Context: an optimization exercise on an open-source flow, tuned for small area and a short achievable clock period. The choices shown serve that exercise and are no tape-out recipe.
Function was not checked in any run shown here: the RTL went through the layout flow alone.
Power and IR drop assume default switching activity.

## flow/flow/run.sh

```bash
#!/bin/bash
# Own layout flow: the standard ORFS flow, with small port buffers
# (buf_1 instead of the default pick) and CTS without dummy loads.
set -euo pipefail
cd "$(dirname "$0")/.."
{
  echo 'export BUFFER_PORTS_ARGS = -buffer_cell sky130_fd_sc_hd__buf_1'
} >> config.mk
bash standard.sh > standard_flow.log 2>&1
```

## flow/standard.sh

```bash
#!/bin/bash
# synth_recipe.tcl (not shown) runs the flow's synth.tcl, then flattens the netlist and writes it again
# the make line also repeats each setting of config.mk as NAME=value (left out here)
make -C /OpenROAD-flow-scripts/flow DESIGN_CONFIG=/design/flow/config.mk WORK_HOME=/design/flow/orfs CLKGATE_MAP_FILE= SYNTH_SCRIPT=/design/flow/synth_recipe.tcl "${@:-finish}"
```

## flow/config.mk

```make
export PLATFORM = sky130hd
export DESIGN_NAME = top_level
export DESIGN_NICKNAME = top_level
export VERILOG_FILES = /design/flow/design.v
export SDC_FILE = /design/flow/constraint.sdc
export NUM_CORES = 4
export LEC_CHECK = 0
export CAP_MARGIN = 10
export CORE_MARGIN = 2
export CORE_UTILIZATION = 45
export CTS_BUF_LIST = sky130_fd_sc_hd__clkbuf_16
export CTS_CLUSTER_DIAMETER = 70
export CTS_CLUSTER_SIZE = 32
export GPL_ROUTABILITY_DRIVEN = 1
export PLACE_DENSITY = 0.6
export SLEW_MARGIN = 10
export BUFFER_PORTS_ARGS = -buffer_cell sky130_fd_sc_hd__buf_1
```

## flow/constraint.sdc

```tcl
create_clock -name core_clock -period 300.0 [get_ports {clk}]
set_input_delay 60.0000 -clock core_clock [delete_from_list [all_inputs] [get_ports {clk}]]
set_output_delay 60.0000 -clock core_clock [all_outputs]
set_load 0.01 [all_outputs]
```

## flow/design.v

```verilog
module RankerCore (
    input  wire        clk,
    input  wire        rst,
    input  wire        valid,
    input  wire        pos_hi_zero,
    input  wire [9:0]  pos_lo,
    input  wire [31:0] base_score,
    output reg  [31:0] result,
    output reg  [15:0] rank,
    output reg         seen
);
    wire [9:0] bias_lut;
    bias_table lut (.p(pos_lo), .bias_lut(bias_lut));
    wire [9:0] bias = {10{pos_hi_zero}} & bias_lut;
    always @(posedge clk) begin
        if (valid)
            result <= base_score + {22'd0, bias};
    end
    always @(posedge clk or posedge rst) begin
        if (rst) begin
            rank <= 16'd0;
            seen <= 1'b0;
        end else begin
            rank <= rank + {15'd0, valid & seen};
            seen <= seen | valid;
        end
    end
endmodule
module bias_table(p, bias_lut);
  input [9:0] p;
  wire [9:0] p;
  output [9:0] bias_lut;
  wire [9:0] bias_lut;
  wire _000_;
  wire _001_;
  wire _002_;
  wire _003_;
  wire _004_;
  wire _005_;
  wire _006_;
  wire _007_;
  wire _008_;
  wire _009_;
  wire _010_;
  wire _011_;
  wire _012_;
  wire _013_;
  wire _014_;
  wire _015_;
  wire _016_;
  wire _017_;
  wire _018_;
  wire _019_;
  wire _020_;
  wire _021_;
  wire _022_;
  wire _023_;
  wire _024_;
  wire _025_;
  wire _026_;
  wire _027_;
  wire _028_;
  wire _029_;
  wire _030_;
  wire _031_;
  wire _032_;
  wire _033_;
  wire _034_;
  wire _035_;
  wire _036_;
  wire _037_;
  wire _038_;
  wire _039_;
  wire _040_;
  wire _041_;
  wire _042_;
  wire _043_;
  wire _044_;
  wire _045_;
  wire _046_;
  wire _047_;
  wire _048_;
  wire _049_;
  wire _050_;
  wire _051_;
  wire _052_;
  wire _053_;
  wire _054_;
  wire _055_;
  wire _056_;
  wire _057_;
  wire _058_;
  wire _059_;
  wire _060_;
  wire _061_;
  wire _062_;
  wire _063_;
  wire _064_;
  wire _065_;
  wire _066_;
  wire _067_;
  wire _068_;
  wire _069_;
  wire _070_;
  wire _071_;
  wire _072_;
  wire _073_;
  wire _074_;
  wire _075_;
  wire _076_;
  wire _077_;
  wire _078_;
  wire _079_;
  wire _080_;
  wire _081_;
  wire _082_;
  wire _083_;
  wire _084_;
  wire _085_;
  wire _086_;
  wire _087_;
  wire _088_;
  wire _089_;
  wire _090_;
  wire _091_;
  wire _092_;
  wire _093_;
  wire _094_;
  wire _095_;
  wire _096_;
  wire _097_;
  wire _098_;
  wire _099_;
  wire _100_;
  wire _101_;
  wire _102_;
  wire _103_;
  wire _104_;
  wire _105_;
  wire _106_;
  wire _107_;
  wire _108_;
  wire _109_;
  wire _110_;
  wire _111_;
  wire _112_;
  wire _113_;
  wire _114_;
  wire _115_;
  wire _116_;
  wire _117_;
  wire _118_;
  wire _119_;
  wire _120_;
  wire _121_;
  wire _122_;
  wire _123_;
  wire _124_;
  wire _125_;
  wire _126_;
  wire _127_;
  wire _128_;
  wire _129_;
  wire _130_;
  wire _131_;
  wire _132_;
  wire _133_;
  wire _134_;
  wire _135_;
  wire _136_;
  wire _137_;
  wire _138_;
  wire _139_;
  wire _140_;
  wire _141_;
  wire _142_;
  wire _143_;
  wire _144_;
  wire _145_;
  wire _146_;
  wire _147_;
  wire _148_;
  wire _149_;
  wire _150_;
  wire _151_;
  wire _152_;
  wire _153_;
  wire _154_;
  wire _155_;
  wire _156_;
  wire _157_;
  wire _158_;
  wire _159_;
  wire _160_;
  wire _161_;
  wire _162_;
  wire _163_;
  wire _164_;
  wire _165_;
  wire _166_;
  wire _167_;
  wire _168_;
  wire _169_;
  wire _170_;
  wire _171_;
  wire _172_;
  wire _173_;
  wire _174_;
  wire _175_;
  wire _176_;
  wire _177_;
  wire _178_;
  wire _179_;
  wire _180_;
  wire _181_;
  wire _182_;
  wire _183_;
  wire _184_;
  wire _185_;
  wire _186_;
  wire _187_;
  wire _188_;
  wire _189_;
  wire _190_;
  wire _191_;
  wire _192_;
  wire _193_;
  wire _194_;
  wire _195_;
  wire _196_;
  wire _197_;
  wire _198_;
  wire _199_;
  wire _200_;
  wire _201_;
  wire _202_;
  wire _203_;
  wire _204_;
  wire _205_;
  wire _206_;
  wire _207_;
  wire _208_;
  wire _209_;
  wire _210_;
  wire _211_;
  wire _212_;
  wire _213_;
  wire _214_;
  wire _215_;
  wire _216_;
  wire _217_;
  wire _218_;
  wire _219_;
  wire _220_;
  wire _221_;
  wire _222_;
  wire _223_;
  wire _224_;
  wire _225_;
  wire _226_;
  wire _227_;
  wire _228_;
  wire _229_;
  wire _230_;
  wire _231_;
  wire _232_;
  wire _233_;
  wire _234_;
  wire _235_;
  wire _236_;
  wire _237_;
  wire _238_;
  wire _239_;
  wire _240_;
  wire _241_;
  wire _242_;
  wire _243_;
  wire _244_;
  wire _245_;
  wire _246_;
  wire _247_;
  wire _248_;
  wire _249_;
  wire _250_;
  wire _251_;
  wire _252_;
  wire _253_;
  wire _254_;
  wire _255_;
  wire _256_;
  wire _257_;
  wire _258_;
  wire _259_;
  wire _260_;
  wire _261_;
  wire _262_;
  wire _263_;
  wire _264_;
  wire _265_;
  wire _266_;
  wire _267_;
  wire _268_;
  wire _269_;
  wire _270_;
  wire _271_;
  wire _272_;
  wire _273_;
  wire _274_;
  wire _275_;
  wire _276_;
  wire _277_;
  wire _278_;
  wire _279_;
  wire _280_;
  wire _281_;
  wire _282_;
  wire _283_;
  wire _284_;
  wire _285_;
  wire _286_;
  wire _287_;
  wire _288_;
  wire _289_;
  wire _290_;
  wire _291_;
  wire _292_;
  wire _293_;
  wire _294_;
  wire _295_;
  wire _296_;
  wire _297_;
  wire _298_;
  wire _299_;
  wire _300_;
  wire _301_;
  wire _302_;
  wire _303_;
  wire _304_;
  wire _305_;
  wire _306_;
  wire _307_;
  wire _308_;
  wire _309_;
  wire _310_;
  wire _311_;
  wire _312_;
  wire _313_;
  wire _314_;
  wire _315_;
  assign _109_ = 4'h1 >> p[9:8];
  assign _120_ = 4'h1 >> p[7:6];
  assign _130_ = 4'h8 >> { _120_, _109_ };
  assign _141_ = 4'h4 >> { _109_, p[7] };
  assign _152_ = 4'h4 >> { _141_, p[6] };
  assign _163_ = 4'h1 >> p[5:4];
  assign _174_ = 4'h4 >> { _163_, p[3] };
  assign _185_ = 4'h1 >> { p[5], p[3] };
  assign _196_ = 4'h4 >> { _185_, p[4] };
  assign _207_ = 4'h8 >> { _217_, _216_ };
  assign _215_ = 4'h2 >> { _185_, p[6] };
  assign _226_ = 4'h8 >> { p[0], p[1] };
  assign _235_ = 4'h1 >> { _226_, p[2] };
  assign _245_ = 4'h4 >> { _235_, _215_ };
  assign bias_lut[8] = 4'h8 >> { _245_, _207_ };
  assign _252_ = 4'h4 >> { p[5], p[3] };
  assign _253_ = 4'h8 >> p[2:1];
  assign _254_ = 4'h1 >> { _253_, p[4] };
  assign _255_ = 4'h8 >> { _254_, _252_ };
  assign _256_ = 4'h2 >> { _255_, p[7] };
  assign _257_ = 4'h8 >> p[5:4];
  assign _258_ = 4'h1 >> p[2:1];
  assign _259_ = 4'h2 >> { _258_, p[3] };
  assign _260_ = 4'h8 >> { p[3], p[1] };
  assign _261_ = 4'h8 >> p[3:2];
  assign _262_ = 4'h1 >> { _261_, _260_ };
  assign _263_ = 4'h2 >> { _218_, _257_ };
  assign _264_ = 4'h1 >> { _254_, p[5] };
  assign _265_ = 4'h1 >> { _264_, p[6] };
  assign _266_ = 4'h1 >> { _265_, _217_ };
  assign _267_ = 4'h4 >> { _266_, _263_ };
  assign _268_ = 4'h1 >> { _263_, _217_ };
  assign _269_ = 4'h4 >> { _268_, _265_ };
  assign _270_ = 4'h2 >> { _219_, _256_ };
  assign _271_ = 4'h2 >> p[7:6];
  assign _272_ = 4'h1 >> { p[0], p[1] };
  assign _273_ = 4'h2 >> { _272_, _261_ };
  assign _274_ = 4'h2 >> { _273_, _257_ };
  assign _275_ = 4'h4 >> p[4:3];
  assign _276_ = 4'h8 >> { _275_, _235_ };
  assign _277_ = 4'h1 >> { _276_, _274_ };
  assign _278_ = 4'h8 >> { _277_, _271_ };
  assign _279_ = 4'h2 >> { _276_, _271_ };
  assign _280_ = 4'h4 >> { _279_, _274_ };
  assign _281_ = 4'h2 >> { p[4], p[1] };
  assign _282_ = 4'h1 >> p[3:2];
  assign _283_ = 4'h1 >> { _282_, _281_ };
  assign _284_ = 4'h8 >> { _261_, _226_ };
  assign _285_ = 4'h1 >> { p[5], p[2] };
  assign _286_ = 4'h2 >> p[3:2];
  assign _287_ = 4'h1 >> { _286_, _260_ };
  assign _288_ = 4'h4 >> { _287_, _285_ };
  assign _289_ = 4'h1 >> { _285_, _260_ };
  assign _290_ = 4'h4 >> { _289_, _286_ };
  assign _291_ = 4'h1 >> { _221_, _284_ };
  assign _292_ = 4'h1 >> { _291_, _283_ };
  assign _293_ = 4'h4 >> p[3:2];
  assign _294_ = 4'h8 >> { _293_, _281_ };
  assign _295_ = 4'h1 >> { _294_, p[5] };
  assign _296_ = 4'h4 >> { _295_, _258_ };
  assign _297_ = 4'h4 >> { _296_, _275_ };
  assign _298_ = 4'h1 >> { _275_, _258_ };
  assign _299_ = 4'h8 >> { _298_, _295_ };
  assign _300_ = 4'h1 >> { _222_, _292_ };
  assign _301_ = 4'h8 >> { _300_, _220_ };
  assign _302_ = 4'h2 >> { _292_, _220_ };
  assign _303_ = 4'h4 >> { _302_, _222_ };
  assign _304_ = 4'h2 >> { _222_, _220_ };
  assign _305_ = 4'h4 >> { _304_, _292_ };
  assign _306_ = 4'h1 >> { _223_, _270_ };
  assign _307_ = 4'h1 >> { _306_, p[8] };
  assign _308_ = 4'h1 >> { p[4], p[0] };
  assign _309_ = 4'h4 >> { _308_, p[5] };
  assign _310_ = 4'h4 >> { _163_, p[0] };
  assign _311_ = 4'h1 >> { _224_, _257_ };
  assign _312_ = 4'h4 >> { p[3], p[1] };
  assign _313_ = 4'h2 >> { p[3], p[1] };
  assign _314_ = 4'h1 >> { _313_, _312_ };
  assign _315_ = 4'h1 >> { _314_, p[6] };
  assign _000_ = 4'h1 >> { p[3], p[1] };
  assign _001_ = 4'h1 >> { _260_, p[6] };
  assign _002_ = 4'h4 >> { _001_, _000_ };
  assign _003_ = 4'h4 >> { _225_, _311_ };
  assign _004_ = 4'h1 >> { _003_, p[2] };
  assign _005_ = 4'h8 >> { _308_, _252_ };
  assign _006_ = 4'h2 >> { _005_, p[2] };
  assign _007_ = 4'h1 >> { _006_, _004_ };
  assign _008_ = 4'h1 >> { _221_, _276_ };
  assign _009_ = 4'h2 >> { _257_, p[0] };
  assign _010_ = 4'h4 >> { _009_, _008_ };
  assign _011_ = 4'h8 >> { _286_, _226_ };
  assign _012_ = 4'h2 >> { p[5], p[2] };
  assign _013_ = 4'h8 >> { _012_, _275_ };
  assign _014_ = 4'h1 >> { _013_, p[8] };
  assign _015_ = 4'h4 >> { _014_, _011_ };
  assign _016_ = 4'h1 >> { _011_, p[8] };
  assign _017_ = 4'h4 >> { _016_, _013_ };
  assign _018_ = 4'h8 >> { _284_, p[4] };
  assign _019_ = 4'h2 >> { _018_, _227_ };
  assign _020_ = 4'h8 >> { _263_, _253_ };
  assign _021_ = 4'h1 >> { _308_, _285_ };
  assign _022_ = 4'h2 >> { _021_, _260_ };
  assign _023_ = 4'h4 >> { _022_, _224_ };
  assign _024_ = 4'h2 >> { _224_, _260_ };
  assign _025_ = 4'h4 >> { _024_, _021_ };
  assign _026_ = 4'h1 >> { _228_, _020_ };
  assign _027_ = 4'h8 >> { _026_, _019_ };
  assign _028_ = 4'h1 >> { _020_, p[8] };
  assign _029_ = 4'h1 >> { _013_, _011_ };
  assign _030_ = 4'h4 >> { _029_, _018_ };
  assign _031_ = 4'h4 >> { _030_, _228_ };
  assign _032_ = 4'h8 >> { _031_, _028_ };
  assign _033_ = 4'h4 >> { _229_, _010_ };
  assign _034_ = 4'h4 >> { _033_, _007_ };
  assign _035_ = 4'h4 >> { _229_, _007_ };
  assign _036_ = 4'h4 >> { _035_, _010_ };
  assign _037_ = 4'h1 >> { p[6], p[2] };
  assign _038_ = 4'h4 >> { _037_, _260_ };
  assign _039_ = 4'h4 >> { _038_, _000_ };
  assign _040_ = 4'h4 >> { _039_, _311_ };
  assign _041_ = 4'h1 >> { _040_, _228_ };
  assign _042_ = 4'h4 >> { _041_, _020_ };
  assign _043_ = 4'h8 >> { _005_, p[2] };
  assign _044_ = 4'h1 >> { _043_, _018_ };
  assign _045_ = 4'h8 >> { _044_, _227_ };
  assign _046_ = 4'h4 >> { _045_, _010_ };
  assign _047_ = 4'h8 >> { _046_, _042_ };
  assign _048_ = 4'h1 >> { _273_, p[4] };
  assign _049_ = 4'h1 >> { p[7], p[5] };
  assign _050_ = 4'h8 >> { _049_, _048_ };
  assign _051_ = 4'h1 >> { _050_, _120_ };
  assign _052_ = 4'h4 >> { _048_, p[5] };
  assign _053_ = 4'h2 >> { _273_, _163_ };
  assign _054_ = 4'h2 >> { _231_, p[6] };
  assign _055_ = 4'h1 >> { _054_, p[7] };
  assign _056_ = 4'h4 >> { _232_, _230_ };
  assign _057_ = 4'h8 >> { p[7], p[5] };
  assign _058_ = 4'h8 >> { _057_, p[6] };
  assign _059_ = 4'h8 >> p[6:5];
  assign _060_ = 4'h8 >> { _059_, p[7] };
  assign _061_ = 4'h8 >> { _233_, p[8] };
  assign _062_ = 4'h2 >> { _282_, p[4] };
  assign _063_ = 4'h8 >> { _062_, _061_ };
  assign _064_ = 4'h1 >> { _063_, p[9] };
  assign _065_ = 4'h4 >> { _064_, _056_ };
  assign _066_ = 4'h4 >> { _065_, _307_ };
  assign bias_lut[7] = 4'h8 >> { _066_, _207_ };
  assign _067_ = 4'h1 >> { _272_, _226_ };
  assign _068_ = 4'h8 >> { _067_, _286_ };
  assign _069_ = 4'h2 >> { _284_, _163_ };
  assign _070_ = 4'h8 >> { _069_, _216_ };
  assign _071_ = 4'h2 >> { _284_, _216_ };
  assign _072_ = 4'h8 >> { _071_, _163_ };
  assign _073_ = 4'h4 >> { _234_, _068_ };
  assign _074_ = 4'h1 >> { _284_, p[6] };
  assign _075_ = 4'h8 >> { _163_, _141_ };
  assign _076_ = 4'h4 >> { _075_, _068_ };
  assign _077_ = 4'h8 >> { _076_, _074_ };
  assign _078_ = 4'h8 >> { _261_, _254_ };
  assign _079_ = 4'h2 >> { _078_, _216_ };
  assign _080_ = 4'h2 >> { _018_, _295_ };
  assign _081_ = 4'h4 >> { _308_, _258_ };
  assign _082_ = 4'h2 >> { _081_, _080_ };
  assign _083_ = 4'h8 >> { _082_, _079_ };
  assign _084_ = 4'h2 >> { _081_, _216_ };
  assign _085_ = 4'h4 >> { _084_, _078_ };
  assign _086_ = 4'h8 >> { _085_, _080_ };
  assign _087_ = 4'h1 >> { _308_, _283_ };
  assign _088_ = 4'h2 >> { _087_, _080_ };
  assign _089_ = 4'h1 >> { _020_, p[6] };
  assign _090_ = 4'h4 >> { _089_, _088_ };
  assign _091_ = 4'h8 >> { _090_, _141_ };
  assign _092_ = 4'h2 >> { _020_, _216_ };
  assign _093_ = 4'h4 >> { _092_, _088_ };
  assign _094_ = 4'h4 >> { _224_, _253_ };
  assign _095_ = 4'h4 >> { _258_, p[0] };
  assign _096_ = 4'h4 >> { _272_, p[2] };
  assign _097_ = 4'h4 >> { _236_, _257_ };
  assign _098_ = 4'h1 >> { _097_, _094_ };
  assign _099_ = 4'h1 >> { _275_, _226_ };
  assign _100_ = 4'h2 >> { _099_, _012_ };
  assign _101_ = 4'h8 >> { _012_, _226_ };
  assign _102_ = 4'h1 >> { _101_, _013_ };
  assign _103_ = 4'h4 >> { _185_, p[1] };
  assign _104_ = 4'h4 >> { _000_, p[5] };
  assign _105_ = 4'h1 >> p[4:3];
  assign _106_ = 4'h4 >> { _105_, _238_ };
  assign _107_ = 4'h2 >> { _106_, _237_ };
  assign _108_ = 4'h8 >> { _107_, _098_ };
  assign _110_ = 4'h8 >> { _237_, _098_ };
  assign _111_ = 4'h4 >> { _110_, _106_ };
  assign _112_ = 4'h4 >> { _237_, _094_ };
  assign _113_ = 4'h1 >> { _106_, _097_ };
  assign _114_ = 4'h8 >> { _113_, _112_ };
  assign _115_ = 4'h8 >> { _257_, p[6] };
  assign _116_ = 4'h8 >> { _115_, _273_ };
  assign _117_ = 4'h8 >> { _273_, _257_ };
  assign _118_ = 4'h8 >> { _117_, p[6] };
  assign _119_ = 4'h1 >> { _240_, _089_ };
  assign _121_ = 4'h2 >> { _119_, _239_ };
  assign _122_ = 4'h4 >> { _020_, p[6] };
  assign _123_ = 4'h2 >> { _117_, p[6] };
  assign _124_ = 4'h2 >> { _123_, _239_ };
  assign _125_ = 4'h4 >> { _124_, _122_ };
  assign bias_lut[3] = 4'h2 >> { _241_, _141_ };
  assign _126_ = 4'h1 >> { _119_, _252_ };
  assign _127_ = 4'h1 >> { _020_, p[7] };
  assign _128_ = 4'h1 >> { _245_, _163_ };
  assign _129_ = 4'h8 >> { _128_, _127_ };
  assign _131_ = 4'h4 >> { _129_, _126_ };
  assign _132_ = 4'h1 >> { _123_, _252_ };
  assign _133_ = 4'h2 >> { _132_, _128_ };
  assign _134_ = 4'h8 >> { _133_, _127_ };
  assign _135_ = 4'h4 >> { _233_, _218_ };
  assign _136_ = 4'h2 >> p[2:1];
  assign _137_ = 4'h2 >> { _312_, p[5] };
  assign _138_ = 4'h4 >> { _137_, _136_ };
  assign _139_ = 4'h1 >> { _000_, _253_ };
  assign _140_ = 4'h2 >> { _139_, p[5] };
  assign _142_ = 4'h2 >> { _243_, _120_ };
  assign _143_ = 4'h4 >> { _142_, _284_ };
  assign _144_ = 4'h2 >> { _284_, _120_ };
  assign _145_ = 4'h4 >> { _074_, p[7] };
  assign _146_ = 4'h4 >> { _244_, _243_ };
  assign _147_ = 4'h1 >> { _246_, _135_ };
  assign _148_ = 4'h1 >> { _282_, p[4] };
  assign _149_ = 4'h2 >> { _148_, _226_ };
  assign _150_ = 4'h2 >> { _285_, p[4] };
  assign _151_ = 4'h4 >> { _150_, _238_ };
  assign _153_ = 4'h8 >> { _105_, _272_ };
  assign _154_ = 4'h8 >> { _000_, _308_ };
  assign _155_ = 4'h8 >> { _260_, _163_ };
  assign _156_ = 4'h1 >> { _155_, _247_ };
  assign _157_ = 4'h4 >> { _236_, _163_ };
  assign _158_ = 4'h2 >> { _157_, _156_ };
  assign _159_ = 4'h4 >> { _158_, _151_ };
  assign _160_ = 4'h4 >> { _159_, _149_ };
  assign _161_ = 4'h4 >> { _156_, _151_ };
  assign _162_ = 4'h1 >> { _157_, _149_ };
  assign _164_ = 4'h8 >> { _162_, _161_ };
  assign _165_ = 4'h1 >> { _248_, _147_ };
  assign _166_ = 4'h2 >> { _165_, _109_ };
  assign _167_ = 4'h4 >> { _166_, _242_ };
  assign _168_ = 4'h2 >> { _242_, _109_ };
  assign _169_ = 4'h4 >> { _168_, _165_ };
  assign _170_ = 4'h1 >> { _252_, _163_ };
  assign _171_ = 4'h2 >> { _170_, _258_ };
  assign _172_ = 4'h4 >> { _067_, _253_ };
  assign _173_ = 4'h4 >> { _264_, _258_ };
  assign _175_ = 4'h8 >> { _173_, _172_ };
  assign _176_ = 4'h1 >> { _258_, _253_ };
  assign _177_ = 4'h8 >> { _176_, _067_ };
  assign _178_ = 4'h8 >> { _177_, _264_ };
  assign _179_ = 4'h1 >> { _249_, _171_ };
  assign _180_ = 4'h1 >> { _179_, _308_ };
  assign _181_ = 4'h8 >> { p[5], p[3] };
  assign _182_ = 4'h4 >> { _181_, _048_ };
  assign _183_ = 4'h1 >> { _182_, _011_ };
  assign _184_ = 4'h4 >> { p[4], p[0] };
  assign _186_ = 4'h1 >> { _184_, _157_ };
  assign _187_ = 4'h1 >> { _293_, _260_ };
  assign _188_ = 4'h1 >> { _187_, _186_ };
  assign _189_ = 4'h4 >> { _094_, _293_ };
  assign _190_ = 4'h8 >> { _005_, p[1] };
  assign _191_ = 4'h1 >> { _190_, _189_ };
  assign _192_ = 4'h4 >> { _191_, _188_ };
  assign _193_ = 4'h8 >> { _192_, _183_ };
  assign _194_ = 4'h1 >> { _190_, _011_ };
  assign _195_ = 4'h4 >> { _194_, _189_ };
  assign _197_ = 4'h4 >> { _195_, _182_ };
  assign _198_ = 4'h4 >> { _197_, _188_ };
  assign _199_ = 4'h4 >> { _250_, _180_ };
  assign _200_ = 4'h2 >> { _199_, _127_ };
  assign _201_ = 4'h8 >> { _256_, p[5] };
  assign _202_ = 4'h1 >> { _201_, p[6] };
  assign _203_ = 4'h4 >> { _202_, _200_ };
  assign _204_ = 4'h2 >> { _087_, _185_ };
  assign _205_ = 4'h2 >> { _204_, _148_ };
  assign _206_ = 4'h1 >> { _135_, _220_ };
  assign _208_ = 4'h1 >> { _206_, _205_ };
  assign _209_ = 4'h1 >> { _208_, p[8] };
  assign _210_ = 4'h4 >> { _209_, _203_ };
  assign bias_lut[1] = 4'h2 >> { _210_, _064_ };
  assign _211_ = 4'h2 >> { _105_, _061_ };
  assign _212_ = 4'h8 >> { _211_, p[9] };
  assign _213_ = 4'h2 >> { _105_, p[9] };
  assign _214_ = 4'h8 >> { _213_, _061_ };
  assign bias_lut[0] = 4'h1 >> { _251_, _066_ };
  assign bias_lut[9] = 4'h8 >> { _272_, bias_lut[8] };
  assign _216_ = 4'he >> { _130_, _152_ };
  assign _217_ = 4'he >> { _174_, _196_ };
  assign _218_ = 4'hb >> { _259_, _262_ };
  assign _219_ = 4'he >> { _267_, _269_ };
  assign _220_ = 4'he >> { _278_, _280_ };
  assign _221_ = 4'he >> { _288_, _290_ };
  assign _222_ = 4'he >> { _297_, _299_ };
  assign _223_ = 8'hfe >> { _301_, _303_, _305_ };
  assign _224_ = 4'he >> { _309_, _310_ };
  assign _225_ = 4'he >> { _315_, _002_ };
  assign _227_ = 4'he >> { _015_, _017_ };
  assign _228_ = 4'he >> { _023_, _025_ };
  assign _229_ = 4'he >> { _027_, _032_ };
  assign _230_ = 8'hfe >> { _034_, _036_, _047_ };
  assign _231_ = 4'he >> { _052_, _053_ };
  assign _232_ = 4'hb >> { _051_, _055_ };
  assign _233_ = 4'he >> { _058_, _060_ };
  assign _234_ = 4'he >> { _070_, _072_ };
  assign bias_lut[6] = 4'he >> { _073_, _077_ };
  assign bias_lut[5] = 4'he >> { _083_, _086_ };
  assign bias_lut[4] = 4'he >> { _091_, _093_ };
  assign _236_ = 4'he >> { _095_, _096_ };
  assign _237_ = 4'hb >> { _100_, _102_ };
  assign _238_ = 4'he >> { _103_, _104_ };
  assign _239_ = 8'hfe >> { _108_, _111_, _114_ };
  assign _240_ = 4'he >> { _116_, _118_ };
  assign _241_ = 4'he >> { _121_, _125_ };
  assign _242_ = 4'he >> { _131_, _134_ };
  assign _243_ = 4'he >> { _138_, _140_ };
  assign _244_ = 4'he >> { _144_, _145_ };
  assign _246_ = 4'he >> { _143_, _146_ };
  assign _247_ = 4'he >> { _153_, _154_ };
  assign _248_ = 4'he >> { _160_, _164_ };
  assign bias_lut[2] = 4'he >> { _167_, _169_ };
  assign _249_ = 4'he >> { _175_, _178_ };
  assign _250_ = 4'he >> { _193_, _198_ };
  assign _251_ = 4'he >> { _212_, _214_ };
endmodule
module top_level (
    input wire clk,
    input wire rst_n,
    input  wire [15:0] axi_awaddr,
    input  wire        axi_awvalid,
    output wire        axi_awready,
    input  wire [2:0]  axi_awprot,
    input  wire [31:0] axi_wdata,
    input  wire [3:0]  axi_wstrb,
    input  wire        axi_wvalid,
    output wire        axi_wready,
    output wire [1:0]  axi_bresp,
    output wire        axi_bvalid,
    input  wire        axi_bready,
    input  wire [15:0] axi_araddr,
    input  wire        axi_arvalid,
    output wire        axi_arready,
    input  wire [2:0]  axi_arprot,
    output wire [31:0] axi_rdata,
    output wire [1:0]  axi_rresp,
    output wire        axi_rvalid,
    input  wire        axi_rready,
    output wire [31:0] mem_addr,
    output wire [15:0] mem_wdata,
    input  wire [15:0] mem_rdata,
    output wire        mem_we,
    output wire        mem_oe,
    output wire        mem_ce,
    input  wire        mem_ready,
    output wire [7:0]  led_status,
    output wire        led_error,
    output wire        irq_out
);
    wire reset = !rst_n;
    reg wr_dat, wr_rsp;
    wire wr_idle = !wr_dat & !wr_rsp;
    always @(posedge clk or posedge reset) begin
        if (reset) begin
            wr_dat <= 1'b0;
            wr_rsp <= 1'b0;
        end else begin
            wr_dat <= wr_idle & axi_awvalid & axi_wvalid;
            wr_rsp <= wr_dat | (wr_rsp & !axi_bready);
        end
    end
    reg rd_dat, rd_rsp;
    wire rd_idle = !rd_dat & !rd_rsp;
    always @(posedge clk or posedge reset) begin
        if (reset) begin
            rd_dat <= 1'b0;
            rd_rsp <= 1'b0;
        end else begin
            rd_dat <= rd_idle & axi_arvalid;
            rd_rsp <= rd_dat | (rd_rsp & !axi_rready);
        end
    end
    assign axi_awready = wr_dat;
    assign axi_wready  = wr_dat;
    assign axi_bvalid  = wr_rsp;
    assign axi_bresp   = 2'b00;
    assign axi_arready = rd_dat;
    assign axi_rvalid  = rd_rsp;
    assign axi_rresp   = 2'b00;
    reg       wa_hit, ra_hit;
    reg [3:0] wa_idx, ra_idx;
    always @(posedge clk) begin
        wa_hit <= (axi_awaddr[15:6] == 10'd0) & (axi_awaddr[1:0] == 2'b00);
        wa_idx <= axi_awaddr[5:2];
        ra_hit <= (axi_araddr[15:6] == 10'd0) & (axi_araddr[1:0] == 2'b00);
        ra_idx <= axi_araddr[5:2];
    end
    wire [15:0] wsel = {16{wr_dat & wa_hit}} & (16'd1 << wa_idx);
    wire [15:0] rsel = {16{ra_hit}} & (16'd1 << ra_idx);
    reg [31:0] ctrl_q, cfg_q, keyl_q, keyh_q, root_q, hashl_q, hashh_q, segl_q, segh_q, posl_q, posh_q;
    reg        ctrl_v, cfg_v, keyl_v, keyh_v, root_v, hashl_v, hashh_v, segl_v, segh_v, posl_v, posh_v;
    reg [31:0] score_q;
    always @(posedge clk) begin
        if (wsel[0])  ctrl_q  <= axi_wdata;
        if (wsel[2])  cfg_q   <= axi_wdata;
        if (wsel[4])  keyl_q  <= axi_wdata;
        if (wsel[5])  keyh_q  <= axi_wdata;
        if (wsel[6])  root_q  <= axi_wdata;
        if (wsel[8])  hashl_q <= axi_wdata;
        if (wsel[9])  hashh_q <= axi_wdata;
        if (wsel[10]) segl_q  <= axi_wdata;
        if (wsel[11]) segh_q  <= axi_wdata;
        if (wsel[12]) posl_q  <= axi_wdata;
        if (wsel[13]) posh_q  <= axi_wdata;
    end
    always @(posedge clk or posedge reset) begin
        if (reset) begin
            ctrl_v <= 1'b0; cfg_v <= 1'b0; keyl_v <= 1'b0; keyh_v <= 1'b0;
            root_v <= 1'b0; hashl_v <= 1'b0; hashh_v <= 1'b0; segl_v <= 1'b0;
            segh_v <= 1'b0; posl_v <= 1'b0; posh_v <= 1'b0;
            score_q <= 32'd0;
        end else begin
            if (wsel[0])  ctrl_v  <= 1'b1;
            if (wsel[2])  cfg_v   <= 1'b1;
            if (wsel[4])  keyl_v  <= 1'b1;
            if (wsel[5])  keyh_v  <= 1'b1;
            if (wsel[6])  root_v  <= 1'b1;
            if (wsel[8])  hashl_v <= 1'b1;
            if (wsel[9])  hashh_v <= 1'b1;
            if (wsel[10]) segl_v  <= 1'b1;
            if (wsel[11]) segh_v  <= 1'b1;
            if (wsel[12]) posl_v  <= 1'b1;
            if (wsel[13]) posh_v  <= 1'b1;
            if (wsel[14]) score_q <= axi_wdata;
        end
    end
    wire ranker_valid = ctrl_v & ctrl_q[1];
    wire [31:0] rnk_res;
    wire [15:0] rnk_rank;
    wire        rnk_seen;
    wire        pos_hi_zero = (!posh_v | (posh_q == 32'd0)) & (!posl_v | (posl_q[31:10] == 22'd0));
    wire [9:0]  pos_lo = {10{posl_v}} & posl_q[9:0];
    RankerCore ranker (
        .clk(clk),
        .rst(reset),
        .valid(ranker_valid),
        .pos_hi_zero(pos_hi_zero),
        .pos_lo(pos_lo),
        .base_score(score_q),
        .result(rnk_res),
        .rank(rnk_rank),
        .seen(rnk_seen)
    );
    wire [31:0] rmux =
          ({32{rsel[0]  & ctrl_v}}  & ctrl_q)
        | ({32{rsel[1]}}            & {rnk_rank, 14'd0, rnk_seen, 1'b0})
        | ({32{rsel[2]  & cfg_v}}   & cfg_q)
        | ({32{rsel[4]  & keyl_v}}  & keyl_q)
        | ({32{rsel[5]  & keyh_v}}  & keyh_q)
        | ({32{rsel[6]  & root_v}}  & root_q)
        | ({32{rsel[8]  & hashl_v}} & hashl_q)
        | ({32{rsel[9]  & hashh_v}} & hashh_q)
        | ({32{rsel[10] & segl_v}}  & segl_q)
        | ({32{rsel[11] & segh_v}}  & segh_q)
        | ({32{rsel[12] & posl_v}}  & posl_q)
        | ({32{rsel[13] & posh_v}}  & posh_q)
        | ({32{rsel[14]}}           & score_q)
        | ({32{rsel[15] & rnk_seen}} & rnk_res)
        | ({32{!ra_hit}}            & 32'hDEADBEEF);
    reg [31:0] rd_data_q;
    always @(posedge clk or posedge reset) begin
        if (reset)
            rd_data_q <= 32'd0;
        else
            rd_data_q <= ({32{rd_dat}} & rmux) | ({32{!rd_dat}} & rd_data_q);
    end
    assign axi_rdata = rd_data_q;
    assign mem_addr   = 32'd0;
    assign mem_wdata  = 16'd0;
    assign mem_we     = 1'b0;
    assign mem_oe     = 1'b0;
    assign mem_ce     = 1'b0;
    assign led_status = {1'b0, ranker_valid, 1'b0, mem_ready, 4'b0000};
    assign led_error  = 1'b0;
    assign irq_out    = ranker_valid;
endmodule
```

==> results of run 1 <==
==> worst paths after layout <==
kind	from	end	slack, ps	depth (start not counted)
setup / recovery	mem_ready	led_status[4]	180000	0
min in group asynchronous	rst_n	async pin	59500	1
hold reg to reg	hashl_v	hashl_v	470	1
setup reg to reg	posl_v	ranker.result[31]	294360	17
max in group asynchronous	rst_n	rd_dat	239130	2
hold / removal	hashl_v	hashl_v	470	1
==> metrics by stage <==
stage               utilization, %  std cells  setup WS [ps]  hold slack (ps)  total power [W]
finish                       50.28       2113         180000            467.3        0.0001233
global route                 50.28       2113         180000            476.6        0.0001267
CTS                          50.28       2113         180000            468.7        0.0001241
detailed placement           47.93       2061         180000            444.1       0.00007919
global placement             47.93       2061         180000            442.6       0.00007911
floorplan                        -       1474         179880            430.2       0.00007749
==> routing by layer <==
| layer | vias up | GRT usage (%) | wire (um) |
|---|---|---|---|
| li1 | 5629 | - | - |
| met1 | 6642 | 36.39 | 24740 |
| met2 | 701 | 39.75 | 27850 |
| met3 | 87 | 3.298 | 5255 |
| met4 | 0 | 5.868 | 1242 |
| met5 | - | 0 | 0 |
==> sequential cells by signal (all words and copies together), names as in the netlist, 4 cells and up, named ones only <==
signal         count
ranker.result     32
hashl_q           32
cfg_q             32
segl_q            32
hashh_q           32
root_q            32
segh_q            32
wa_idx             4
ctrl_q            32
posh_q            32
score_q           32
posl_q            32
ra_idx             4
keyl_q            32
ranker.rank       16
keyh_q            32
==> cell type report <==
type / count / area, um2
fillers: 3755 / 22080
flip-flops and latches: 490 / 14130
multi-input cells: 813 / 5652
well taps: 592 / 740.7
clock buffers: 29 / 725.7
repair buffers: 145 / 683.2
clock inverters: 23 / 315.3
inverters: 21 / 78.83
==> power groups by stage <==
| stage | clock network, W | logic (W) | registers (W) |
|---|---|---|---|
| 2_1_floorplan | 0 | 0.00000174 | 0.0000757 |
| 4_1_cts | 0.0000464 | 0.00000348 | 0.0000742 |
| 6_report | 0.0000457 | 0.00000344 | 0.0000742 |
| 3_5_place_dp | 0 | 0.00000348 | 0.0000757 |
| 5_1_grt | 0.0000487 | 0.00000380 | 0.0000743 |
| 3_3_place_gp | 0 | 0.00000341 | 0.0000757 |
==> placed cells by master, fill, tap and decap left out, types with 31 or more instances in the layout <==
cell type  count
edfxtp_1     384
buf_1        108
dfrtp_1       95
a22oi_1       92
nand2_1       62
conb_1        62
nor2_1        55
a221oi_1      54
a21oi_1       44
buf_4         36
a22o_1        35
nand3_1       34
mux2_2        31
==> worst reg2reg max path: stages (launching register included) <==
cell and delay (ps):
dfrtp_1 470, buf_4 420, nand2_1 240, inv_1 170, ha_1 420, nor4_1 90
a21oi_1 190, o2111ai_1 140, nor4_1 320, nor2_1 120, a211oi_1 520, ha_1 360
a211oi_1 210, o21bai_1 160, a211oi_1 440, o31a_1 720, nor4b_1 210, xor2_1 190
==> logic make-up (layout without fill, tap and decap cells) <==
kind of cell               Yosys count  in the layout  share of synthesized area, %
AOI/OAI and AO/OA                  346            346                         13.14
xor gates and xnor gates            44             44                         1.893
adders and majority gates           21             21                         1.327
buffers and inverters              171            218                         4.529
DFF                                490            490                         69.42
muxes                               32             32                         1.764
other                                1             62                       0.01842
and+or+nand+nor                    308            308                         7.909
==> summary.txt, run 1 <==
share of Yosys cell area claimed by the top area cell type=between 50% and 60%; Setup Viol. Count Final=0; Initial Utilization=45.84%; Mapped Avg Cell Area=14.41 um2; synth unique cells=80; ys flop type=edfxtp_1; clock share of power=37.0%; outcome=finished clean; routed vias/inst=between 6 and 7; DR pass1 iterations=6; clk latency of the worst-skew pair=roughly 600 ps; async set or reset register ratio after synthesis=19.59%; FP Rows=between 70 and 80; layout cells sized above 1=10.32%; Via Count=13060; initial DRC count=~1700; Ports=200; clock-pin slew on the worst setup and hold paths=90 ps; Max clock buf depth=3; P_leak=7.690 nW; Tcrit/Tclk final=40.00%; # DRC=0; leading post-synthesis cells by cell area=edfxtp_1 (57%), dfrtp_1 (12%), a22oi_1 (3.4%); CTS tree=done; Area growth syn-to-layout=9.673%; Final HPWL DP=approximately 33000 um; number of diodes=0; Detail Route Antenna Nets=0; internal power=0.00009543 W; first-pass GRT wire length=85340 um; WP data arrival=60000 ps; worst vdd ir=4.930 uV; drt wl/cell=27.96 um; crit path launch type=primary input; Max-cap violations=0; Port Buffers=approximately 110; Comb power frac=2.8%; synthesis-stage register bit count=490; Hold Vio Cnt, Final=0; largest area contributor in the netlist=edfxtp_1; switching share of power=a little under a quarter; Post-CTS Hold Buffers=0; grt total ovfl=0; CTS root buf=clkbuf_16; critical path fanouts, max=1; number of enable-type register cells in the synthesized netlist=384; Cell Area, Synth=20360 um2; largest net degree at the start of global routing=53; Cell Area, Placed=21290 um2; Tmin final=120000 ps; most common cell in the synthesized netlist=edfxtp_1; DIE AREA=about 47000 um2; # Post-CTS Setup Buffers=0; power per cell area=5.523 nW/um2; DRT Wirelength=slightly below 60000 um; WP data required=between 200000 and 250000 ps; Sum Neg Setup Slack=0 ps; kind of critical path=in2out; P_sw=0.00002788 W; CP endpoint kind=output port; most frequent cells after synthesis=edfxtp_1 (384), dfrtp_1 (96), a22oi_1 (92), buf_4 (67), nand2_1 (63); Mapped Cells=1413; sequential share of power=60.2%; HP Class=reg2reg; sequential area share after synthesis=about 69%; GPL Wtd Cong=0.8841; Die H=216.7 um; Slew Limit Fails=0; final net count=between 1500 and 2000; unrepaired setup endpoints after global routing=false; Core Area=about 44000 um2; post-cts resize count=0; H-tree depth=1; Ys Warns=2; design area=between 20000 and 25000 um2; Layout Skew=24.09 ps; max frequency=8.333 MHz; die span in x=about 220 um; actual slew at the worst max-slew pin=1049 ps; initial antenna violation count=0; slew margin rel.=30.08%; cts bufs inserted=28; vias in the first global route=about 12000; clock sinks=490; gr usage total=24.88%
==> inputs of run 2 (changes only) <==
==> flow/flow/run.sh (replaced) <==
#!/bin/bash
# Own layout flow: the standard ORFS flow (standard.sh), with buf_1 as
# the port buffer cell and CTS without dummy loads.
set -euo pipefail
cd "$(dirname "$0")/.."
{
  echo 'export BUFFER_PORTS_ARGS = -buffer_cell sky130_fd_sc_hd__buf_1'
  echo 'export CTS_ARGS = -sink_clustering_enable -repair_clock_nets -dont_use_dummy_load -buf_list sky130_fd_sc_hd__clkbuf_16 -sink_clustering_size 32 -sink_clustering_max_diameter 70'
} >> config.mk
bash standard.sh > standard_flow.log 2>&1
--- a/flow/config.mk
+++ b/flow/config.mk
@@ -8,10 +8,8 @@
 export CAP_MARGIN = 10
 export CORE_MARGIN = 2
 export CORE_UTILIZATION = 45
-export CTS_BUF_LIST = sky130_fd_sc_hd__clkbuf_16
-export CTS_CLUSTER_DIAMETER = 70
-export CTS_CLUSTER_SIZE = 32
 export GPL_ROUTABILITY_DRIVEN = 1
 export PLACE_DENSITY = 0.6
 export SLEW_MARGIN = 10
 export BUFFER_PORTS_ARGS = -buffer_cell sky130_fd_sc_hd__buf_1
+export CTS_ARGS = -sink_clustering_enable -repair_clock_nets -dont_use_dummy_load -buf_list sky130_fd_sc_hd__clkbuf_16 -sink_clustering_size 32 -sink_clustering_max_diameter 70
==> run 2 against run 1 <==
  * Setup slack unchanged
  * Critical path depth unchanged
  * Clock skew rose by 53 ps
  * Via count down 0.74%
  * Largest power group unchanged
==> summary.txt, run 2 <==
clock-pin slew on the worst setup and hold paths=70 ps; drt wl/cell=28.23 um; Mapped Cells=1413; HP Class=reg2reg; met3 wire len=4731 um; clock sinks=490; largest area contributor in the netlist=edfxtp_1; DRT Wirelength=58970 um; worst vdd ir=3.857 uV; Highest Signal Layer=met4; first-pass GRT wire length=85040 um; async set or reset register ratio after synthesis=about 20%; number of enable-type register cells in the synthesized netlist=roughly 380; Post-CTS Hold Buffers=0; internal power=just over 0.00009 W; worst slack at placement=180000 ps; crit path launch type=primary input; vias in the first global route=roughly 12000; Max-cap violations=0; Tmin final=120000 ps; clk latency of the worst-skew pair=600 ps; slew margin rel.=30.03%; number of diodes=0; initial antenna violation count=0; met1 WL=approximately 25000 um; gr usage total=24.82%; switching share of power=about a fifth; most common cell in the synthesized netlist=edfxtp_1; post-cts resize count=0; # DRC=0; Max clock buf depth=3; sequential area share after synthesis=69.42%; cts bufs inserted=28; FP Rows=77; initial DRC count=about 1700; leading post-synthesis cells by cell area=edfxtp_1 (57%), dfrtp_1 (12%), a22oi_1 (3.4%); power per cell area=5.204 nW/um2; critical path fanouts, max=1; kind of critical path=in2out; Final HPWL DP=33160 um; Slew Limit Fails=0; # Post-CTS Setup Buffers=0; Mapped Avg Cell Area=approximately 14 um2; metal2 WL=between 20000 and 30000 um; max frequency=8.333 MHz; GPL Wtd Cong=0.8841; WP data required=~240000 ps; Comb power frac=3.0%; ys flop type=edfxtp_1; final net count=1618; P_sw=around 0.000023 W; Core Area=44410 um2; synthesis-stage register bit count=about 500; Setup Viol. Count Final=0; most frequent cells after synthesis=edfxtp_1 (384), dfrtp_1 (96), a22oi_1 (92), buf_4 (67), nand2_1 (63); P_leak=roughly 7.5 nW; Tcrit/Tclk final=40.00%; Port Buffers=109; final core occ=49.51%; Detail Route Antenna Nets=0; Initial Utilization=about 46%; share of Yosys cell area claimed by the top area cell type=56.63%; Ys Warns=2; Die H=roughly 220 um; Cell Area, Synth=20360 um2; CTS tree=done; Layout Skew=between 70 and 80 ps; layout cells sized above 1=9.085%; unrepaired setup endpoints after global routing=false; die span in x=216.7 um; DIE AREA=46960 um2; grt total ovfl=0; commonest non-fill, non-tap cell in the layout=edfxtp_1; CP endpoint kind=output port; sequential share of power=approximately two thirds; WP data arrival=60000 ps; Area growth syn-to-layout=8.001%; most frequent cells in the layout=edfxtp_1 (384), buf_1 (108), dfrtp_1 (95); Hold Vio Cnt, Final=0; CTS root buf=clkbuf_16; DR pass1 iterations=8; synth unique cells=80; Sum Neg Setup Slack=0 ps; Ports=200; actual slew at the worst max-slew pin=1044 ps; largest net degree at the start of global routing=53; setup ws final=180000 ps; outcome=finished clean; Via Count=12960; H-tree depth=1; clock share of power=32.1%; routed vias/inst=6.205
## run 2: power by group through the flow
| stage | clock network (W) | registers, W | logic (W) |
|---|---|---|---|
| after floorplan | 0 | 0.0000757 | 0.00000174 |
| after global placement | 0 | 0.0000757 | 0.00000341 |
| after detailed placement | 0 | 0.0000757 | 0.00000348 |
| after CTS | 0.0000375 | 0.0000742 | 0.00000348 |
| after global routing | 0.0000396 | 0.0000743 | 0.00000380 |
| final | 0.0000368 | 0.0000742 | 0.00000344 |
## run 2: logic make-up after synthesis
logic type                 after synthesis  share of synthesized area [%]
other                                    1                        0.01842
xor gates and xnor gates                44                          1.893
and+or+nand+nor                        308                          7.909
muxes                                   32                          1.764
adders and majority gates               21                          1.327
AOI/OAI and AO/OA                      346                          13.14
DFF                                    490                          69.42
buffers and inverters                  171                          4.529
## run 2: worst paths after layout
kind / from / to / slack [ps] / cells past startpoint
max reg2reg: posl_v / ranker.result[31] / 294350 / 17
max in group asynchronous: rst_n / rd_dat / 239080 / 2
min in group asynchronous: rst_n / async pin / 59510 / 1
max: mem_ready / led_status[4] / 180000 / 0
min: hashl_v / hashl_v / 460 / 1
min reg2reg: hashl_v / hashl_v / 460 / 1
## run 2: area by class of cell
type	instances	area, um2
tap	592	740.7
inverter	21	78.83
sequential	490	14130
timing repair buffer	145	683.2
clock buffer	28	700.7
multi-input combinational	813	5652
fill	3795	22420
## run 2: routing by layer
metal	global-route usage, %	vias to the layer above
li1	-	5599
met1	36.53	6624
met2	39.60	664
met3	3.242	76
met4	5.571	0
met5	0	-
## run 2: per-stage QoR
step           std cells  hold WS, ps  area [um2]   power (W)
6_report            2089        462.2       21990   0.0001144
5_1_grt             2089        470.4       21990   0.0001177
4_1_cts             2089        462.7       21990   0.0001152
3_5_place_dp        2061        444.1       21290  0.00007919
3_3_place_gp        2061        442.6       21290  0.00007911
2_1_floorplan       1474        430.2       20590  0.00007749
## run 2: worst reg2reg max path: stages (launching register included)
cell       delay [ps]
dfrtp_1           480
buf_4             420
nand2_1           250
inv_1             170
ha_1              420
nor4_1             90
a21oi_1           190
o2111ai_1         130
nor4_1            320
nor2_1            120
a211oi_1          520
ha_1              360
a211oi_1          210
o21bai_1          150
a211oi_1          450
o31a_1            700
nor4b_1           210
xor2_1            190
==> inputs of run 3 (changes only) <==
==> flow/flow/run.sh (replaced) <==
#!/bin/bash
# Own layout flow: the standard ORFS flow (standard.sh), with buf_1 as
# the port buffer cell and CTS without dummy loads.
set -euo pipefail
cd "$(dirname "$0")/.."
{
  echo 'export BUFFER_PORTS_ARGS = -buffer_cell sky130_fd_sc_hd__buf_1'
  echo 'export CTS_ARGS = -sink_clustering_enable -repair_clock_nets -dont_use_dummy_load -buf_list sky130_fd_sc_hd__clkbuf_16 -sink_clustering_size 40 -sink_clustering_max_diameter 50'
} >> config.mk
bash standard.sh > standard_flow.log 2>&1
==> flow/config.mk (replaced) <==
export PLATFORM = sky130hd
export DESIGN_NAME = top_level
export DESIGN_NICKNAME = top_level
export VERILOG_FILES = /design/flow/design.v
export SDC_FILE = /design/flow/constraint.sdc
export NUM_CORES = 4
export LEC_CHECK = 0
export CAP_MARGIN = 10
export CORE_MARGIN = 2
export CORE_UTILIZATION = 70
export GPL_ROUTABILITY_DRIVEN = 1
export PLACE_DENSITY = 0.8
export SLEW_MARGIN = 10
export BUFFER_PORTS_ARGS = -buffer_cell sky130_fd_sc_hd__buf_1
export CTS_ARGS = -sink_clustering_enable -repair_clock_nets -dont_use_dummy_load -buf_list sky130_fd_sc_hd__clkbuf_16 -sink_clustering_size 40 -sink_clustering_max_diameter 50
==> run 3 against run 2 <==
  * Still clean on timing, DRC and antenna
  * Register-to-register slack better by 260 ps
  * Clock power up 14%
  * Clock skew shrank 14 ps
  * Worst hold slack worse by 7.6 ps
  * Synthesized area stayed put
  * Synthesized cell count is the same
  * Fmax did not move
  * Core utilization up 27 points
  * Total power rose by 4.4%
  * Largest cell class unchanged
  * Highest routed layer is now met5
==> summary.txt, run 3 <==
outcome=finished clean; unrepaired setup endpoints after global routing=false; vias in the first global route=13270; CP endpoint kind=output port; number of enable-type register cells in the synthesized netlist=384; Max clock buf depth=3; Layout Skew=~63 ps; drt wl/cell=29.02 um; first-pass GRT wire length=between 80000 and 90000 um; crit path from=mem_ready; Hold Vio Cnt, Final=0; Via Count=between 10000 and 15000; sequential area share after synthesis=a little under 70%; post-cts resize count=0; clock sinks=490; max frequency=8.333 MHz; Port Buffers=109; initial DRC count=2300; grt total ovfl=0; synthesis-stage register bit count=490; most common cell in the synthesized netlist=edfxtp_1; P_leak=approximately 7.6 nW; clock-pin slew on the worst setup and hold paths=50 ps; Mapped Avg Cell Area=14.41 um2; clk latency of the worst-skew pair=540 ps; largest net degree at the start of global routing=52; HP Class=reg2reg; Tcrit/Tclk final=40.00%; WP data required=approximately 240000 ps; Tmin final=120000 ps; die span in x=174.6 um; GPL Wtd Cong=0.8978; leading post-synthesis cells by cell area=edfxtp_1 (57%), dfrtp_1 (12%), a22oi_1 (3.4%); Slew Limit Fails=0; layout cells sized above 1=a little under a tenth; # Post-CTS Setup Buffers=0; reg2reg setup slack=slightly below 300000 ps; Mapped Cells=1413; gr usage total=about 37%; DRT Wirelength=54850 um; Hold Crit Depth=1; FP Rows=62; Setup Viol. Count Final=0; Max-cap violations=0; synth unique cells=80; Initial Utilization=70.94%; ys flop type=edfxtp_1; critical path fanouts, max=1; slew margin rel.=17.99%; design area=21920 um2; kind of critical path=in2out; DIE AREA=30470 um2; final net count=1625; most frequent cells after synthesis=edfxtp_1 (384), dfrtp_1 (96), a22oi_1 (92), buf_4 (67), nand2_1 (63); Cell Area, Placed=between 20000 and 25000 um2; H-tree depth=2; Detail Route Antenna Nets=0; Highest Signal Layer=met5; initial antenna violation count=4; share of Yosys cell area claimed by the top area cell type=56.63%; cts bufs inserted=36; CTS tree=done; hold_ws=454.6 ps; worst vdd ir=5.041 uV; Die H=174.6 um; R2R cell count=16; commonest non-fill, non-tap cell in the layout=edfxtp_1; Cell Area, Synth=between 20000 and 25000 um2; Ports=200; Area growth syn-to-layout=7.682%; Sum Neg Setup Slack=0 ps; routed vias/inst=between 7 and 8; Core Area=28700 um2; CTS root buf=clkbuf_16; crit path launch type=primary input; largest area contributor in the netlist=edfxtp_1; metal2 WL=25280 um; WP depth=0; HP Start=wr_rsp; DR pass1 iterations=6; Final HPWL DP=between 30000 and 40000 um; async set or reset register ratio after synthesis=19.59%; met1 WL=19820 um; reg2reg start=posl_q[3]; Ys Warns=2; actual slew at the worst max-slew pin=1227 ps; Post-CTS Hold Buffers=0; power per cell area=5.450 nW/um2; most frequent cells in the layout=edfxtp_1 (384), buf_1 (108), dfrtp_1 (95); met3 wire len=7500 um; # DRC=0; WP data arrival=60000 ps
## run 3: final cells by class
cell class | instances | area, um2
clock buffer | 36 | 900.9
antenna | 2 | 5.005
multi-input combinational | 813 | 5649
timing repair buffer | 144 | 675.6
tap | 384 | 480.5
sequential | 490 | 14130
fill | 1722 | 6778
inverter | 21 | 78.83
## run 3: where the power goes
part           internal (W)    total, W  switching [W]
registers         0.0000737   0.0000743    0.000000553
clock network     0.0000212   0.0000418      0.0000206
logic           0.000000800  0.00000341     0.00000261
total             0.0000957    0.000119      0.0000237
## run 3: path summary, 6_finish.rpt
check / end
hold / removal: wr_dat
setup / recovery: led_status[4]
hold reg to reg: wr_dat
min in group asynchronous: async pin
setup reg to reg: ranker.result[31]
max in group asynchronous: score_q[28]
## run 3: cells by family after synthesis
| group | synth area share, % |
|---|---|
| adder cells (fa/ha/maj) | 1.327 |
| flip-flops | 69.42 |
| AND/OR/NAND/NOR | 7.909 |
| buffers and inverters | 4.529 |
| multiplexers | 1.764 |
| AO/OA/AOI/OAI | 13.14 |
| XOR/XNOR | 1.893 |
| other | 0.01842 |
## run 3: stage by stage
| stage | util (%) | worst slack (ps) | instances | total power, W |
|---|---|---|---|---|
| floorplan | - | 179880 | 1474 | 0.00007749 |
| global placement | 73.23 | 180000 | 1852 | 0.00007893 |
| detailed placement | 73.23 | 180000 | 1852 | 0.00007907 |
| CTS | 76.37 | 180000 | 1888 | 0.0001197 |
| global route | 76.39 | 180000 | 1890 | 0.0001225 |
| finish | 76.39 | 180000 | 1890 | 0.0001195 |
## run 3: metal layers
metal | vias up | GRT usage (%)
met2 | 1169 | 56.28
met5 | - | 0
met1 | 6661 | 52.60
met4 | 2 | 14.86
met3 | 177 | 7.240
li1 | 5614 | -
==> inputs of run 4 (changes only) <==
==> flow/flow/run.sh (replaced) <==
#!/bin/bash
# Own layout flow: the standard ORFS flow (standard.sh), with buf_1 as
# the port buffer cell and CTS without dummy loads.
set -euo pipefail
cd "$(dirname "$0")/.."
{
  echo 'export BUFFER_PORTS_ARGS = -buffer_cell sky130_fd_sc_hd__buf_1'
  echo 'export CTS_ARGS = -sink_clustering_enable -repair_clock_nets -dont_use_dummy_load -buf_list sky130_fd_sc_hd__clkbuf_16 -sink_clustering_size 30 -sink_clustering_max_diameter 100'
} >> config.mk
bash standard.sh > standard_flow.log 2>&1
==> flow/config.mk (replaced) <==
export PLATFORM = sky130hd
export DESIGN_NAME = top_level
export DESIGN_NICKNAME = top_level
export VERILOG_FILES = /design/flow/design.v
export SDC_FILE = /design/flow/constraint.sdc
export NUM_CORES = 4
export LEC_CHECK = 0
export CAP_MARGIN = 10
export CORE_MARGIN = 2
export CORE_UTILIZATION = 45
export GPL_ROUTABILITY_DRIVEN = 1
export PLACE_DENSITY = 0.6
export SLEW_MARGIN = 10
export BUFFER_PORTS_ARGS = -buffer_cell sky130_fd_sc_hd__buf_1
export CTS_ARGS = -sink_clustering_enable -repair_clock_nets -dont_use_dummy_load -buf_list sky130_fd_sc_hd__clkbuf_16 -sink_clustering_size 30 -sink_clustering_max_diameter 100
==> run 4 against run 3 <==
  * Fmax did not move
  * Clock power fell by 25%
  * Clock skew rose by 5.1 ps
  * Flip-flop and latch count did not move
  * Synthesized area did not move
  * Sequential share of layout area rose by 0.40 points
==> summary.txt, run 4 <==
Setup Viol. Count Final=0; DIE AREA=roughly 47000 um2; Layout Skew=68.22 ps; commonest non-fill, non-tap cell in the layout=edfxtp_1; Mapped Cells=around 1400; drt wl/cell=roughly 28 um; crit path launch type=primary input; ys flop type=edfxtp_1; most common cell in the synthesized netlist=edfxtp_1; reg2reg start=posl_v; Pwr Total=0.0001092 W; Max clock buf depth=3; Slew Limit Fails=0; routed vias/inst=6.269; placed instance count=around 2100; worst vdd ir=4.483 uV; grt total ovfl=0; H-tree depth=1; Area growth syn-to-layout=7.018%; async set or reset register ratio after synthesis=19.59%; actual slew at the worst max-slew pin=1056 ps; unrepaired setup endpoints after global routing=false; Max-cap violations=0; FP Rows=77; Mapped Avg Cell Area=~14 um2; Crit Reg-Reg Endpoint=ranker.result[31]; HP Class=reg2reg; clock-pin slew on the worst setup and hold paths=100 ps; Detail Route Antenna Nets=0; Hold Vio Cnt, Final=0; Post-CTS Hold Buffers=0; initial antenna violation count=0; clock sinks=490; number of enable-type register cells in the synthesized netlist=384; layout cells sized above 1=8.596%; WP data arrival=60000 ps; critical path fanouts, max=1; max frequency=8.333 MHz; P_leak=7.423 nW; # DRC=0; synth unique cells=80; Endpoint, Worst Hold=hashl_v; DRT Wirelength=58890 um; Ports=200; non-filler cells, final=2081; final net count=1610; Cell Area, Synth=20360 um2; clk latency of the worst-skew pair=580 ps; CP endpoint kind=output port; cts bufs inserted=20; first-pass GRT wire length=84960 um; reg2reg setup slack=294370 ps; most frequent cells after synthesis=edfxtp_1 (384), dfrtp_1 (96), a22oi_1 (92), buf_4 (67), nand2_1 (63); vias in the first global route=12310; Initial Utilization=45.84%; HP Start=hashl_v; CTS root buf=clkbuf_16; most frequent cells in the layout=edfxtp_1 (384), buf_1 (108), dfrtp_1 (95); Die H=216.7 um; hold_ws=469.9 ps; outcome=finished clean; kind of critical path=in2out; post-cts resize count=0; CTS tree=done; Port Buffers=109; share of Yosys cell area claimed by the top area cell type=56.63%; DR pass1 iterations=8; largest area contributor in the netlist=edfxtp_1; initial DRC count=1649; power per cell area=5.009 nW/um2; Final HPWL DP=33160 um; Via Count=13050; synthesis-stage register bit count=490; gr usage total=between 20 and 25%; slew margin rel.=29.61%; R2R cell count=17; Ys Warns=2; die span in x=216.7 um; Tcrit/Tclk final=between 40% and 50%; GPL Wtd Cong=0.8841; sequential area share after synthesis=69.42%; WP data required=240000 ps; Hold Crit Depth=1; largest net degree at the start of global routing=53; Core Area=44410 um2; # Post-CTS Setup Buffers=0; number of diodes=0; Sum Neg Setup Slack=0 ps; Tmin final=120000 ps; leading post-synthesis cells by cell area=edfxtp_1 (57%), dfrtp_1 (12%), a22oi_1 (3.4%)
-- run 4: worst max path at each step --
stage | start | endpoint | slack [ps] | depth (start not counted)
3_5_place_dp | mem_ready | led_status[4] | 180000 | 0
3_3_place_gp | mem_ready | led_status[4] | 180000 | 0
6_report | mem_ready | led_status[4] | 180000 | 0
5_1_grt | mem_ready | led_status[4] | 180000 | 0
2_1_floorplan | mem_ready | led_status[4] | 179880 | 1
4_1_cts | mem_ready | led_status[4] | 180000 | 0
-- run 4: area by class of cell --
| type | instances | area (um2) |
|---|---|---|
| Tap cell | 592 | 740.7 |
| Multi-Input combinational cell | 813 | 5652 |
| Sequential cell | 490 | 14130 |
| Inverter | 21 | 78.83 |
| Fill cell | 3808 | 22620 |
| Clock buffer | 20 | 500.5 |
| Timing Repair Buffer | 145 | 683.2 |
-- run 4: kinds of logic (layout without fill, tap and decap cells) --
group                    count (synthesis)  in the layout  synth area share, %
adder cells (fa/ha/maj)                 21             21                1.327
AO/OA/AOI/OAI                          346            346                13.14
flip-flops                             490            490                69.42
multiplexers                            32             32                1.764
buffers and inverters                  171            186                4.529
XOR/XNOR                                44             44                1.893
other                                    1             62              0.01842
AND/OR/NAND/NOR                        308            308                7.909
-- run 4: power breakdown --
group	total (W)	leakage, nW	switching [W]	internal (W)
clock	0.0000315	0.246	0.0000194	0.0000121
sequential	0.0000742	4.69	0.000000560	0.0000736
combinational	0.00000345	2.49	0.00000265	0.000000800
total	0.000109	7.42	0.0000226	0.0000865
-- run 4: layer usage --
metal	vias to the layer above	track usage [%]	part of all wire, %
li1	5567	-	-
met1	6711	36.68	43
met2	686	39.54	47
met3	82	2.891	8.4
met4	0	5.708	2.2
met5	-	0	0
-- run 4: through the flow --
step / worst slack, ps / util (%) / area, um2
6_report: 180000 / 49.06 / 21790
5_1_grt: 180000 / 49.06 / 21790
4_1_cts: 180000 / 49.06 / 21790
3_5_place_dp: 180000 / 47.93 / 21290
3_3_place_gp: 180000 / 47.93 / 21290
2_1_floorplan: 179880 / - / 20590

==> static timing again, ports no longer ideal <==
The flow's constraints put no driver on any port. The routed layouts listed below were extracted and timed again, unchanged, in two steps.
Step 1 sets driving cells, clkbuf_16 on the clock port and buf_2 on the other inputs (assumed; they add their load-dependent delay and slew).
Step 2 adds t to the input delays and takes it off the output delays; t is the mean of the earliest and latest rising clock arrival at the registers after step 1. Input paths then give back, and output paths get back, about the clock's delay inside the block.
a / b / c = ideal / step 1 / step 2; a / b = the first two.
run	t (ns)	setup WS [ns]	worst register clock-pin slew, ns	cell pins on the clock port's net
run 1	0.643	180.000 / 179.957 / 179.957	0.11 / 0.11	1
run 2	0.615	180.000 / 179.957 / 179.957	0.11 / 0.11	1
run 3	0.556	180.000 / 179.959 / 179.959	0.08 / 0.08	1
run 4	0.595	180.000 / 179.957 / 179.957	0.11 / 0.11	1
After both steps setup and hold are still met in every run listed.
